Context: an optimization exercise on an open-source flow, tuned for small area, a short achievable clock period and few clock cycles per item. The choices shown serve that exercise and are no tape-out recipe.
RTL that was checked went through simulation tests only; none was proved equivalent to the original.

## argmax16
module argmax16 #(
  parameter int CUT = 2
) (
  input  logic         clk,
  input  logic         rstn,        
  input  logic         in_valid,
  input  logic [255:0] in_data,     
  output logic         out_valid,
  output logic [3:0]   out_idx
);
  logic [15:0] val [5][16];
  logic [3:0]  idx [5][16];
  logic [15:0] val_r [5][16];
  logic [3:0]  idx_r [5][16];
  always_ff @(posedge clk or negedge rstn) begin
    if (!rstn) out_valid <= 1'b0;
    else       out_valid <= in_valid;
  end
  for (genvar i = 0; i < 16; i++) begin : g_in
    assign val_r[0][i] = in_data[16*i +: 16];
    assign idx_r[0][i] = 4'(i);
  end
  for (genvar l = 0; l < 4; l++) begin : g_lvl
    for (genvar j = 0; j < (8 >> l); j++) begin : g_node
      comparator #(.DW(16)) u_node (
        .a_val (val_r[l][2*j]),   .a_idx (idx_r[l][2*j]),
        .b_val (val_r[l][2*j+1]), .b_idx (idx_r[l][2*j+1]),
        .o_val (val[l+1][j]),     .o_idx (idx[l+1][j])
      );
      if (l + 1 == CUT) begin : g_reg
        if (CUT < 4) begin : g_v
          always_ff @(posedge clk) val_r[l+1][j] <= val[l+1][j];
        end
        always_ff @(posedge clk) idx_r[l+1][j] <= idx[l+1][j];
      end else begin : g_wire
        assign val_r[l+1][j] = val[l+1][j];
        assign idx_r[l+1][j] = idx[l+1][j];
      end
    end
  end
  assign out_idx = idx_r[4][0];
endmodule
Settings: LEC_CHECK=0, CAP_MARGIN=20, CORE_MARGIN=2, CORE_UTILIZATION=40, SLEW_MARGIN=20; clock period 8.5 ns.
run.sh (not shown) runs the stock make flow with config.mk's settings and CLKGATE_MAP_FILE= SYNTH_SCRIPT=/design/flow/synth_recipe.tcl, a recipe that flattens the netlist after the stock synthesis.
==> next run, changes <==
==> flow/flow/run.sh (new file) <==
#!/bin/bash
# Standard ORFS layout, with the port buffers made of sky130 buf cells
# instead of the delay buffer buffer_ports picks by default.
set -e
export BUFFER_PORTS_ARGS="-buffer_cell sky130_fd_sc_hd__buf_2"
bash standard.sh > standard.log 2>&1
==> flow/standard.sh (new file) <==
#!/bin/bash
# synth_recipe.tcl (not shown) runs the flow's synth.tcl, then flattens the netlist and writes it again
# the make line also repeats each setting of config.mk as NAME=value (left out here)
make -C /OpenROAD-flow-scripts/flow DESIGN_CONFIG=/design/flow/config.mk WORK_HOME=/design/flow/orfs CLKGATE_MAP_FILE= SYNTH_SCRIPT=/design/flow/synth_recipe.tcl "${@:-finish}"
removed: flow/run.sh
=> The new run completed with no timing, DRC or antenna violations. Fmax grows by 8.0%. Sequential cell count is unchanged. Wire length shrinks by 2.8%. Sequential share of layout area grows by 0.95 points. Design area shrinks by 8.8%.
No run of this note included a check of the RTL's function; only the layout flow was run.

* * *

## the previous run
Another version of the RTL of argmax16 (not shown whole).
Size: ~1600 cells after synthesis, about 73 flip-flops, ~260 I/O pins, roughly 0.011 mm2 of cells after synthesis.
Settings: LEC_CHECK=0, CAP_MARGIN=20, CORE_MARGIN=2, CORE_UTILIZATION=40, SETUP_SLACK_MARGIN=3, SLEW_MARGIN=20; clock period 8.5 ns.
standard.sh (not shown) runs the stock make flow with config.mk's settings and CLKGATE_MAP_FILE= SYNTH_SCRIPT=/design/flow/synth_recipe.tcl, a recipe that flattens the netlist after the stock synthesis.
==> flow/flow/run.sh <==
#!/bin/bash
# Standard ORFS layout, with the port buffers made of sky130 buf cells
# instead of the delay buffer buffer_ports picks by default.
set -e
export BUFFER_PORTS_ARGS="-buffer_cell sky130_fd_sc_hd__buf_1"
bash standard.sh > standard.log 2>&1
The previous run closes out successfully: all stages finished, all timing, DRC and antenna checks passed.
Testbench counts of the previous run, summed over its fixed seeds: cycles 8,200, items 8,192.
Setup changes, the previous run to the current run
# the previous run
export LEC_CHECK = 0
export CAP_MARGIN = 20
export CORE_MARGIN = 2
export CORE_UTILIZATION = 40
export SETUP_SLACK_MARGIN = 3
export SLEW_MARGIN = 20
create_clock -name core_clock -period 8.5 [get_ports {clk}]
# the current run
export LEC_CHECK = 0
export CAP_MARGIN = 20
export CORE_MARGIN = 2
export CORE_UTILIZATION = 40
export SETUP_SLACK_MARGIN = 5
export SLEW_MARGIN = 20
create_clock -name core_clock -period 8.5 [get_ports {clk}]
==> notes.md <==
In the flow results for the current run and the previous run, the routed wire length on met2 is larger on the current run.
Summary: with the previous run as the reference, fmax in the current run moved up by a little under 10%.
Looking at placement-stage worst setup slack, the current run sits above the previous run.

what the ideal ports hide:
In the flow no input, the clock included, has a driving cell. The finished layouts below were timed again as built, in two steps. Step 1 (the two cells are an assumption about what drives the block):
set clk [get_ports {clk}]
set_driving_cell -lib_cell sky130_fd_sc_hd__clkbuf_16 $clk
set_driving_cell -lib_cell sky130_fd_sc_hd__buf_2 [delete_from_list [all_inputs] $clk]
Step 2, shift: input delay + t, output delay - t, t = (earliest + latest rising clock arrival at the registers) / 2. This alone moves slack from input paths to output paths. Slacks: ideal ports / drivers / drivers and shift; pairs: ideal ports / drivers.
run	shift t [ns]	setup WS [ns]	worst data-port slew with drivers (ns)	cell pins on the clock port's net
the first run of note 1	0.373	1.334 / 1.296 / 1.636	0.06	1
the second run of note 1	0.383	1.862 / 1.820 / 1.696	0.05	1
the previous run	0.386	3.433 / 3.385 / 3.314	0.05	1
the current run	0.385	3.767 / 3.724 / 4.109	0.07	1
After both steps setup and hold are still met in every run listed. For the second run of note 1, which loses most, drivers alone change the setup slack by -0.042 ns; drivers and shift together by -0.166 ns.
